From an optimization exercise on the open Yosys and OpenROAD flow, aimed at small area; shortcuts taken in it are not production practice. The RTL of this run was laid out without a check of its function.

`design/flow/run.sh`:
```
#!/bin/bash
# synth_recipe.tcl (not shown) runs the flow's synth.tcl, then flattens the netlist and writes it again
# the make line also repeats each setting of config.mk as NAME=value (left out here)
make -C /OpenROAD-flow-scripts/flow DESIGN_CONFIG=/design/flow/config.mk WORK_HOME=/design/flow/orfs CLKGATE_MAP_FILE= SYNTH_SCRIPT=/design/flow/synth_recipe.tcl finish
```
`design/flow/config.mk`:
```
export PLATFORM = sky130hd
export DESIGN_NAME = rgb_to_ycbcr_444
export DESIGN_NICKNAME = rgb_to_ycbcr_444
export VERILOG_FILES = /design/flow/design.v
export SDC_FILE = /design/flow/constraint.sdc
export NUM_CORES = 4
export LEC_CHECK = 0
export CAP_MARGIN = 20
export CORE_MARGIN = 2
export CORE_UTILIZATION = 60
export CTS_BUF_LIST = sky130_fd_sc_hd__clkbuf_4 sky130_fd_sc_hd__clkbuf_8
export GPL_TIMING_DRIVEN = 0
export SLEW_MARGIN = 20
export SYNTH_HIERARCHICAL = 1
export SYNTH_MINIMUM_KEEP_SIZE = 0
```
`design/flow/constraint.sdc`:
```
create_clock -name core_clock -period 6.0 [get_ports {in_clock}]
set_input_delay 1.2000 -clock core_clock [delete_from_list [all_inputs] [get_ports {in_clock}]]
set_output_delay 1.2000 -clock core_clock [all_outputs]
set_load 0.01 [all_outputs]
```
`design/flow/design.v`:
```
module rgb_to_ycbcr_444(
  input wire in_reset,
  input wire in_clock,
  input wire [7:0] in_r,
  input wire [7:0] in_g,
  input wire [7:0] in_b,
  output reg [7:0] out_y,
  output reg [7:0] out_cb,
  output reg [7:0] out_cr
  );
  wire n0 = in_g[0] & in_b[0];
  wire n1, n2;
  fa_cell u_n1 (.a(in_r[0]), .b(in_g[1]), .c(in_b[1]), .s(n1), .co(n2));
  wire n3 = n0 & n1;
  wire n4, n5;
  fa_cell u_n4 (.a(in_r[1]), .b(in_g[2]), .c(in_b[2]), .s(n4), .co(n5));
  wire n6 = (n2 & n4) | (n2 & n3) | (n4 & n3);
  wire n7, n8;
  fa_cell u_n7 (.a(in_r[2]), .b(in_g[3]), .c(in_b[3]), .s(n7), .co(n8));
  wire n9, n10;
  fa_cell u_n9 (.a(in_b[0]), .b(n5), .c(n7), .s(n9), .co(n10));
  wire n11 = n9 & n6;
  wire n12, n13;
  fa_cell u_n12 (.a(in_r[3]), .b(in_g[4]), .c(in_b[4]), .s(n12), .co(n13));
  wire n14, n15;
  fa_cell u_n14 (.a(in_b[1]), .b(in_b[0]), .c(n8), .s(n14), .co(n15));
  wire n16, n17;
  fa_cell u_n16 (.a(n12), .b(n10), .c(n14), .s(n16), .co(n17));
  wire n18 = n11 & n16;
  wire n19, n20;
  fa_cell u_n19 (.a(in_r[4]), .b(in_g[5]), .c(in_b[5]), .s(n19), .co(n20));
  wire n21, n22;
  fa_cell u_n21 (.a(in_b[2]), .b(in_b[1]), .c(n13), .s(n21), .co(n22));
  wire n23, n24;
  fa_cell u_n23 (.a(n19), .b(n15), .c(n21), .s(n23), .co(n24));
  wire n25 = (n17 & n23) | (n17 & n18) | (n23 & n18);
  wire n26, n27;
  fa_cell u_n26 (.a(in_r[5]), .b(in_r[0]), .c(in_g[6]), .s(n26), .co(n27));
  wire n28, n29;
  fa_cell u_n28 (.a(in_b[6]), .b(in_b[3]), .c(in_b[2]), .s(n28), .co(n29));
  wire n30, n31;
  fa_cell u_n30 (.a(n20), .b(n26), .c(n28), .s(n30), .co(n31));
  wire n32, n33;
  fa_cell u_n32 (.a(n22), .b(n30), .c(n24), .s(n32), .co(n33));
  wire n34 = n32 & n25;
  wire n35, n36;
  fa_cell u_n35 (.a(in_r[6]), .b(in_r[1]), .c(in_g[7]), .s(n35), .co(n36));
  wire n37, n38;
  fa_cell u_n37 (.a(in_g[0]), .b(in_b[7]), .c(in_b[4]), .s(n37), .co(n38));
  wire n39, n40;
  fa_cell u_n39 (.a(in_b[3]), .b(n27), .c(n29), .s(n39), .co(n40));
  wire n41, n42;
  fa_cell u_n41 (.a(n35), .b(n37), .c(n31), .s(n41), .co(n42));
  wire n43, n44;
  fa_cell u_n43 (.a(n39), .b(n41), .c(n33), .s(n43), .co(n44));
  wire n45 = n34 & n43;
  wire n46, n47;
  fa_cell u_n46 (.a(in_r[7]), .b(in_r[2]), .c(in_g[1]), .s(n46), .co(n47));
  wire n48, n49;
  fa_cell u_n48 (.a(in_b[5]), .b(in_b[4]), .c(n36), .s(n48), .co(n49));
  wire n50, n51;
  fa_cell u_n50 (.a(n38), .b(n46), .c(n40), .s(n50), .co(n51));
  wire n52, n53;
  fa_cell u_n52 (.a(n48), .b(n42), .c(n50), .s(n52), .co(n53));
  wire n54, n55;
  fa_cell u_n54 (.a(n52), .b(n44), .c(n45), .s(n54), .co(n55));
  wire n56, n57;
  fa_cell u_n56 (.a(in_r[3]), .b(in_g[2]), .c(in_b[6]), .s(n56), .co(n57));
  wire n58, n59;
  fa_cell u_n58 (.a(in_b[5]), .b(n47), .c(n56), .s(n58), .co(n59));
  wire n60, n61;
  fa_cell u_n60 (.a(n49), .b(n58), .c(n51), .s(n60), .co(n61));
  wire n62, n63;
  fa_cell u_n62 (.a(n53), .b(n60), .c(n55), .s(n62), .co(n63));
  wire n64, n65;
  fa_cell u_n64 (.a(in_r[4]), .b(in_g[3]), .c(in_b[7]), .s(n64), .co(n65));
  wire n66, n67;
  fa_cell u_n66 (.a(in_b[6]), .b(n57), .c(n64), .s(n66), .co(n67));
  wire n68, n69;
  fa_cell u_n68 (.a(n59), .b(n66), .c(n61), .s(n68), .co(n69));
  wire n70 = n68 ^ n63;
  wire n71 = n68 & n63;
  wire n72, n73;
  fa_cell u_n72 (.a(in_r[5]), .b(in_g[4]), .c(in_b[7]), .s(n72), .co(n73));
  wire n74, n75;
  fa_cell u_n74 (.a(n65), .b(n72), .c(n67), .s(n74), .co(n75));
  wire n76, n77;
  fa_cell u_n76 (.a(n74), .b(n69), .c(n71), .s(n76), .co(n77));
  wire n78, n79;
  fa_cell u_n78 (.a(in_r[6]), .b(in_g[5]), .c(n73), .s(n78), .co(n79));
  wire n80, n81;
  fa_cell u_n80 (.a(n78), .b(n75), .c(n77), .s(n80), .co(n81));
  wire n82, n83;
  fa_cell u_n82 (.a(in_r[7]), .b(in_g[6]), .c(n79), .s(n82), .co(n83));
  wire n84, n85;
  fa_cell u_n84 (.a(n82), .b(n81), .c(n80), .s(n84), .co(n85));
  wire n86, n87;
  fa_cell u_n86 (.a(in_g[7]), .b(n83), .c(n85), .s(n86), .co(n87));
  wire n88 = in_b[0] ^ in_g[0];
  wire n89 = ~in_b[0] & in_g[0];
  wire n90, n91;
  fa_cell u_n90 (.a(~in_b[1]), .b(in_g[1]), .c(n89), .s(n90), .co(n91));
  wire n92, n93;
  fa_cell u_n92 (.a(~in_b[2]), .b(in_g[2]), .c(n91), .s(n92), .co(n93));
  wire n94, n95;
  fa_cell u_n94 (.a(~in_b[3]), .b(in_g[3]), .c(n93), .s(n94), .co(n95));
  wire n96, n97;
  fa_cell u_n96 (.a(~in_b[4]), .b(in_g[4]), .c(n95), .s(n96), .co(n97));
  wire n98, n99;
  fa_cell u_n98 (.a(~in_b[5]), .b(in_g[5]), .c(n97), .s(n98), .co(n99));
  wire n100, n101;
  fa_cell u_n100 (.a(~in_b[6]), .b(in_g[6]), .c(n99), .s(n100), .co(n101));
  wire n102, n103;
  fa_cell u_n102 (.a(~in_b[7]), .b(in_g[7]), .c(n101), .s(n102), .co(n103));
  wire n104 = in_r[0] ^ in_g[0];
  wire n105 = ~in_r[0] & in_g[0];
  wire n106, n107;
  fa_cell u_n106 (.a(~in_r[1]), .b(in_g[1]), .c(n105), .s(n106), .co(n107));
  wire n108, n109;
  fa_cell u_n108 (.a(~in_r[2]), .b(in_g[2]), .c(n107), .s(n108), .co(n109));
  wire n110, n111;
  fa_cell u_n110 (.a(~in_r[3]), .b(in_g[3]), .c(n109), .s(n110), .co(n111));
  wire n112, n113;
  fa_cell u_n112 (.a(~in_r[4]), .b(in_g[4]), .c(n111), .s(n112), .co(n113));
  wire n114, n115;
  fa_cell u_n114 (.a(~in_r[5]), .b(in_g[5]), .c(n113), .s(n114), .co(n115));
  wire n116, n117;
  fa_cell u_n116 (.a(~in_r[6]), .b(in_g[6]), .c(n115), .s(n116), .co(n117));
  wire n118, n119;
  fa_cell u_n118 (.a(~in_r[7]), .b(in_g[7]), .c(n117), .s(n118), .co(n119));
  wire n120, n121;
  fa_cell u_n120 (.a(n104), .b(n104), .c(~n106), .s(n120), .co(n121));
  wire n122, n123;
  fa_cell u_n122 (.a(n106), .b(n108), .c(~n121), .s(n122), .co(n123));
  wire n124 = ~n120 & n122;
  wire n125, n126;
  fa_cell u_n125 (.a(n108), .b(n110), .c(n123), .s(n125), .co(n126));
  wire n127, n128;
  fa_cell u_n127 (.a(~n88), .b(n124), .c(n125), .s(n127), .co(n128));
  wire n129, n130;
  fa_cell u_n129 (.a(~n104), .b(n90), .c(n110), .s(n129), .co(n130));
  wire n131, n132;
  fa_cell u_n131 (.a(n112), .b(n126), .c(n129), .s(n131), .co(n132));
  wire n133, n134;
  fa_cell u_n133 (.a(n128), .b(n127), .c(n131), .s(n133), .co(n134));
  wire n135, n136;
  fa_cell u_n135 (.a(n106), .b(n92), .c(n112), .s(n135), .co(n136));
  wire n137, n138;
  fa_cell u_n137 (.a(n130), .b(n114), .c(n132), .s(n137), .co(n138));
  wire n139, n140;
  fa_cell u_n139 (.a(n135), .b(n134), .c(n137), .s(n139), .co(n140));
  wire n141 = n133 & n139;
  wire n142, n143;
  fa_cell u_n142 (.a(n88), .b(n108), .c(n94), .s(n142), .co(n143));
  wire n144, n145;
  fa_cell u_n144 (.a(n142), .b(n114), .c(n136), .s(n144), .co(n145));
  wire n146, n147;
  fa_cell u_n146 (.a(n116), .b(n138), .c(n144), .s(n146), .co(n147));
  wire n148 = (n140 & n146) | (n140 & n141) | (n146 & n141);
  wire n149, n150;
  fa_cell u_n149 (.a(n110), .b(n96), .c(n143), .s(n149), .co(n150));
  wire n151, n152;
  fa_cell u_n151 (.a(n149), .b(n116), .c(n145), .s(n151), .co(n152));
  wire n153, n154;
  fa_cell u_n153 (.a(n118), .b(n147), .c(n151), .s(n153), .co(n154));
  wire n155, n156;
  fa_cell u_n155 (.a(~n90), .b(n153), .c(n148), .s(n155), .co(n156));
  wire n157, n158;
  fa_cell u_n157 (.a(n112), .b(n98), .c(n150), .s(n157), .co(n158));
  wire n159, n160;
  fa_cell u_n159 (.a(n157), .b(n119), .c(n118), .s(n159), .co(n160));
  wire n161, n162;
  fa_cell u_n161 (.a(n152), .b(n154), .c(n159), .s(n161), .co(n162));
  wire n163, n164;
  fa_cell u_n163 (.a(~n92), .b(n161), .c(n156), .s(n163), .co(n164));
  wire n165, n166;
  fa_cell u_n165 (.a(n114), .b(n100), .c(n158), .s(n165), .co(n166));
  wire n167, n168;
  fa_cell u_n167 (.a(~n94), .b(n119), .c(n165), .s(n167), .co(n168));
  wire n169, n170;
  fa_cell u_n169 (.a(n160), .b(n167), .c(n162), .s(n169), .co(n170));
  wire n171, n172;
  fa_cell u_n171 (.a(n169), .b(n164), .c(n163), .s(n171), .co(n172));
  wire n173, n174;
  fa_cell u_n173 (.a(n116), .b(n102), .c(n166), .s(n173), .co(n174));
  wire n175, n176;
  fa_cell u_n175 (.a(~n96), .b(n168), .c(n173), .s(n175), .co(n176));
  wire n177, n178;
  fa_cell u_n177 (.a(n175), .b(n170), .c(n172), .s(n177), .co(n178));
  wire n179, n180;
  fa_cell u_n179 (.a(~n98), .b(n103), .c(n118), .s(n179), .co(n180));
  wire n181, n182;
  fa_cell u_n181 (.a(n174), .b(n179), .c(n176), .s(n181), .co(n182));
  wire n183, n184;
  fa_cell u_n183 (.a(n181), .b(n178), .c(n177), .s(n183), .co(n184));
  wire n185, n186;
  fa_cell u_n185 (.a(~n100), .b(n119), .c(n180), .s(n185), .co(n186));
  wire n187, n188;
  fa_cell u_n187 (.a(n185), .b(n182), .c(n184), .s(n187), .co(n188));
  wire n189, n190;
  fa_cell u_n189 (.a(~n102), .b(n186), .c(n188), .s(n189), .co(n190));
  wire n191 = ~n103 ^ n190 ^ n189;
  wire n192 = ~n88 & n90;
  wire n193 = n192 & n92;
  wire n194, n195;
  fa_cell u_n194 (.a(n104), .b(n88), .c(~n193), .s(n194), .co(n195));
  wire n196 = n94 & ~n194;
  wire n197, n198;
  fa_cell u_n197 (.a(n106), .b(n90), .c(n96), .s(n197), .co(n198));
  wire n199, n200;
  fa_cell u_n199 (.a(~n195), .b(n196), .c(n197), .s(n199), .co(n200));
  wire n201, n202;
  fa_cell u_n201 (.a(n108), .b(n92), .c(n98), .s(n201), .co(n202));
  wire n203, n204;
  fa_cell u_n203 (.a(n198), .b(n200), .c(n201), .s(n203), .co(n204));
  wire n205 = n199 & n203;
  wire n206, n207;
  fa_cell u_n206 (.a(n104), .b(n110), .c(n94), .s(n206), .co(n207));
  wire n208, n209;
  fa_cell u_n208 (.a(n206), .b(n100), .c(n202), .s(n208), .co(n209));
  wire n210 = (n204 & n208) | (n204 & n205) | (n208 & n205);
  wire n211, n212;
  fa_cell u_n211 (.a(n112), .b(n96), .c(n207), .s(n211), .co(n212));
  wire n213, n214;
  fa_cell u_n213 (.a(n211), .b(n102), .c(n209), .s(n213), .co(n214));
  wire n215, n216;
  fa_cell u_n215 (.a(~n106), .b(n213), .c(n210), .s(n215), .co(n216));
  wire n217, n218;
  fa_cell u_n217 (.a(n114), .b(n98), .c(n212), .s(n217), .co(n218));
  wire n219, n220;
  fa_cell u_n219 (.a(~n108), .b(n217), .c(n103), .s(n219), .co(n220));
  wire n221, n222;
  fa_cell u_n221 (.a(n214), .b(n219), .c(n216), .s(n221), .co(n222));
  wire n223, n224;
  fa_cell u_n223 (.a(n116), .b(n100), .c(n218), .s(n223), .co(n224));
  wire n225, n226;
  fa_cell u_n225 (.a(~n110), .b(n223), .c(n220), .s(n225), .co(n226));
  wire n227, n228;
  fa_cell u_n227 (.a(n225), .b(n222), .c(n221), .s(n227), .co(n228));
  wire n229, n230;
  fa_cell u_n229 (.a(n118), .b(n102), .c(n224), .s(n229), .co(n230));
  wire n231, n232;
  fa_cell u_n231 (.a(~n112), .b(n229), .c(n226), .s(n231), .co(n232));
  wire n233, n234;
  fa_cell u_n233 (.a(n231), .b(n228), .c(n227), .s(n233), .co(n234));
  wire n235, n236;
  fa_cell u_n235 (.a(~n114), .b(n119), .c(n103), .s(n235), .co(n236));
  wire n237, n238;
  fa_cell u_n237 (.a(n230), .b(n235), .c(n232), .s(n237), .co(n238));
  wire n239, n240;
  fa_cell u_n239 (.a(n237), .b(n234), .c(n233), .s(n239), .co(n240));
  wire n241, n242;
  fa_cell u_n241 (.a(~n116), .b(n236), .c(n238), .s(n241), .co(n242));
  wire n243, n244;
  fa_cell u_n243 (.a(n241), .b(n240), .c(n239), .s(n243), .co(n244));
  wire n245, n246;
  fa_cell u_n245 (.a(~n118), .b(n242), .c(n244), .s(n245), .co(n246));
  wire n247 = ~n119 ^ n246 ^ n245;
  wire [7:0] y_d = {n87, n86, n84, ~n80, n76, n70, n62, n54};
  wire [7:0] cb_d = {~n191, ~n189, n187, n183, ~n177, n171, ~n163, n155};
  wire [7:0] cr_d = {~n247, ~n245, n243, ~n239, ~n233, ~n227, ~n221, n215};
  always @(posedge in_clock) begin
    if (in_reset) begin
      out_y <= 8'd0;
      out_cb <= 8'd0;
      out_cr <= 8'd0;
    end else begin
      out_y <= y_d;
      out_cb <= cb_d;
      out_cr <= cr_d;
    end
  end
endmodule
module fa_cell(input wire a, input wire b, input wire c, output wire s, output wire co);
  assign s = a ^ b ^ c;
  assign co = (a & b) | (a & c) | (b & c);
endmodule
```
==> summary.txt <==
post-route minimum period=8.03 ns; number of DRC markers after the initial detailed-route iteration=between 50 and 60; sequential area share after synthesis=15.2%; antenna diode count=0; final estimated routing congestion in global placement=0.841; commonest cells after routing, fill and taps aside=sky130_fd_sc_hd__fa_1, sky130_fd_sc_hd__fa_2, sky130_fd_sc_hd__inv_1; post-detailed-route count of antenna-violating nets=0; wire length of the first global-routing pass=between 10000 and 15000 um; clock input transition at the sequential cells of the worst setup and hold paths=0.09 ns; initial antenna violation count=0; mean instance size in the synthesized netlist=14.4 um^2; Final Worst Setup Slack=-2.03 ns; count of warnings emitted by yosys=7; # rows=26; violated layout checks=setup timing; ports placed on the boundary=50; Num CTS Buffers=3; pins over their slew limit=0; Fin. Hold Viols=0; ratio of routed vias to standard cells=5.14; Design Area, Final=4220 um^2; count of cell types in the netlist=18; Die Y-Extent=76.7 um; Crit-path slowest cell=sky130_fd_sc_hd__fa_2; share of final-layout standard cells stronger than drive strength 1=32.8%; clk buf depth=2; length of the first detailed-routing pass in iterations=4; area after detailed placement=around 3900 um^2; Min-Delay Startpoint=in_reset; delay of the slowest cell on the worst path=0.61 ns; Max-Slew Margin vs Limit=78.8%; arrival time at the worst endpoint=between 8 and 9 ns; CP Launch Type=input port; final setup fails=14; die area=approximately 6000 um^2; upper clock frequency limit=0.125 GHz; Final Cycle Share=134%; overall fraction of global-route tracks in use=a little over a quarter; cell type contributing the most total cell area after synthesis=sky130_fd_sc_hd__fa_1; initial core utilization=62.1%; Critical Path Sink Type=flop; crit path launch=in_g[0]; total vias in the final route=between 1500 and 2000; synthesized cell area=3170 um^2; Hold-fix buffers, CTS=0; adder-cell share of the synthesized area=72.3%; largest fanout on the critical path=3; DRC errors left=0; outcome=failed layout checks; gate count of the mapped netlist=220; input/output buffers=just under 50; number of inserted filler cells in the final layout=about 300; area overhead of the layout relative to synthesis=33.0%; post-synthesis mux area share=0%; cell chosen for the clock root=sky130_fd_sc_hd__clkbuf_8; per-cell routed wire length=17.9 um; HPWL after detailed placement=5420 um; hold slack=1.59 ns; most area-consuming cells after synthesis=sky130_fd_sc_hd__fa_1, sky130_fd_sc_hd__dfxtp_1, sky130_fd_sc_hd__inv_1; net total in the final layout=roughly 440; GRT Residual Overflow=0; total number of H-tree levels=1; unrepaired setup endpoints after global routing=yes; clk sinks=24; worst min-delay path category=in -> reg; simple-gate share of the synthesized area=5.41%; largest net degree at the start of global routing=15; post-detailed-routing wire length=6610 um; pre-CTS worst setup slack=-3.09 ns; synthesized-area fraction occupied by xor and xnor cells=1.11%; number of cells on the worst hold path=2; most frequent standard cell in the layout excluding fill and tap cells=sky130_fd_sc_hd__fa_1; share of the synthesized area in the top cell type=70.7%; cells traversed along the worst timing path=buf_12 -> ha_4 -> fa_2 -> fa_2 -> fa_2 -> fa_2 -> fa_2 -> fa_2 -> fa_2 -> fa_1 -> fa_2 -> fa_1 -> fa_1 -> fa_1 -> fa_1 -> fa_2 -> fa_2 -> xor2_2 -> xnor2_1 -> nor2_1; slew of the pin with the lowest slew margin=around 0.32 ns; flop and latch count out of synthesis=24; WS Path Type=in -> reg; area of the core=5110 um^2; nets in the synthesized netlist=362; vias in the first global route=2276; Min-Delay Endpoint=out_y[0]; Max Cap Violations=0; data required time of the worst path=between 6 and 7 ns; clock tree from TritonCTS=built; sum of negative setup slack=-14.97 ns; most numerous cell on the critical path=sky130_fd_sc_hd__fa_2; Compound-Gate Fraction of Synth Area=1.66%; Die X=~77 um; dominant combinational cell family by area after synthesis=adder cells
## per-module statistics from Yosys (local to each module, per instance)
module	flops+latches	cell area, um^2	copies in the design	cells inside
rgb_to_ycbcr_444	24	927	1	108
fa_cell	0	20.0	112	1
## worst max-delay path, delay by kind of cell
kind	cells	cell delay, ns
simple gates	1	0.05
buf+inv	1	0.11
xor+xnor	2	0.34
fa+ha+maj	16	6.47
## sequential cells by signal, summed over array words and instances (netlist names)
name / cells
out_cb: 8
out_cr: 8
out_y: 8
## Yosys cell counts
| library cell | count |
|---|---|
| sky130_fd_sc_hd__nand2_1 | 1 |
| sky130_fd_sc_hd__nor4_2 | 1 |
| sky130_fd_sc_hd__inv_1 | 34 |
| sky130_fd_sc_hd__a31oi_1 | 2 |
| sky130_fd_sc_hd__a22oi_1 | 1 |
| sky130_fd_sc_hd__nor2b_1 | 14 |
| sky130_fd_sc_hd__buf_2 | 2 |
| sky130_fd_sc_hd__xor2_1 | 2 |
| sky130_fd_sc_hd__and3_1 | 1 |
| sky130_fd_sc_hd__a21o_1 | 1 |
| sky130_fd_sc_hd__xnor2_1 | 2 |
| sky130_fd_sc_hd__ha_1 | 4 |
| sky130_fd_sc_hd__nand3_1 | 1 |
| sky130_fd_sc_hd__fa_1 | 112 |
| sky130_fd_sc_hd__a221oi_2 | 1 |
| sky130_fd_sc_hd__dfxtp_1 | 24 |
| sky130_fd_sc_hd__nor2_1 | 15 |
| sky130_fd_sc_hd__a21oi_1 | 2 |
## timing repair
action / CTS / global route
buffers inserted: 15 / 12
resized for setup: 76 / 29
endpoints found under the setup margin: 18 / 15
pin swaps: 20 / 30
cloned: 0 / 0
## per-stage QoR
stage,instances,utilization [%]
3_3_place_gp,339,76.0
6_report,369,82.6
5_1_grt,369,82.6
3_5_place_dp,339,76.0
2_1_floorplan,220,-
4_1_cts,358,80.5
## cells by family (layout without fill, tap and decap cells)
family / Yosys count / count (layout)
adders and majority gates: 116 / 116
buffers and inverters: 36 / 115
and+or+nand+nor: 33 / 33
DFF: 24 / 24
AOI/OAI and AO/OA: 7 / 7
xor gates and xnor gates: 4 / 4
## how the worst max path moves through the flow
stage	cells past startpoint	slack [ns]	end
finish	20	-2.03	out_cr[7]
CTS	20	-2.04	out_cr[7]
global placement	21	-3.03	out_cr[7]
global route	20	-2.22	out_cr[7]
detailed placement	21	-3.09	out_cb[7]
floorplan	20	-2.06	out_cr[7]
## per-layer routing
| metal | track usage, % | wire length (um) |
|---|---|---|
| met1 | 37.0 | 2810 |
| met2 | 44.5 | 3420 |
| met3 | 4.71 | 229 |
| met4 | 5.82 | 148 |
| met5 | 0 | 0 |
## cell type report
type / instances / area, um^2 / area share, %
Buffer: 2 / 10.0 / 0.237
Clock buffer: 3 / 41.3 / 0.979
Clock inverter: 1 / 30.0 / 0.712
Inverter: 34 / 148 / 3.50
Multi-Input combinational cell: 160 / 2720 / 64.5
Sequential cell: 24 / 480 / 11.4
Tap cell: 70 / 87.6 / 2.08
Timing Repair Buffer: 75 / 702 / 16.6

-- separate check: timing with driven ports --
The flow's constraints put no driver on any port. The routed layout listed below was extracted and timed again, unchanged, in two steps. Step 1: set_driving_cell puts a clkbuf_16 on in_clock and a buf_2 on each other input, an assumption about the parent block. Step 2 moves the port delays by t, midway between the first and last clock arrival at a register: inputs arrive t later, outputs are due t later. That takes back most of the time a late clock gives input paths. Slacks: ideal / step 1 / step 2; pairs: ideal / step 1.
t, ns: 0.296
setup WS [ns]: -2.025 / -2.055 / -2.351
hold slack, ns: 1.590 / 1.581 / 1.878
worst register clock-pin slew, ns: 0.09 / 0.09
The setup slack of this run moves by -0.030 ns with the drivers and by -0.326 ns with both steps.
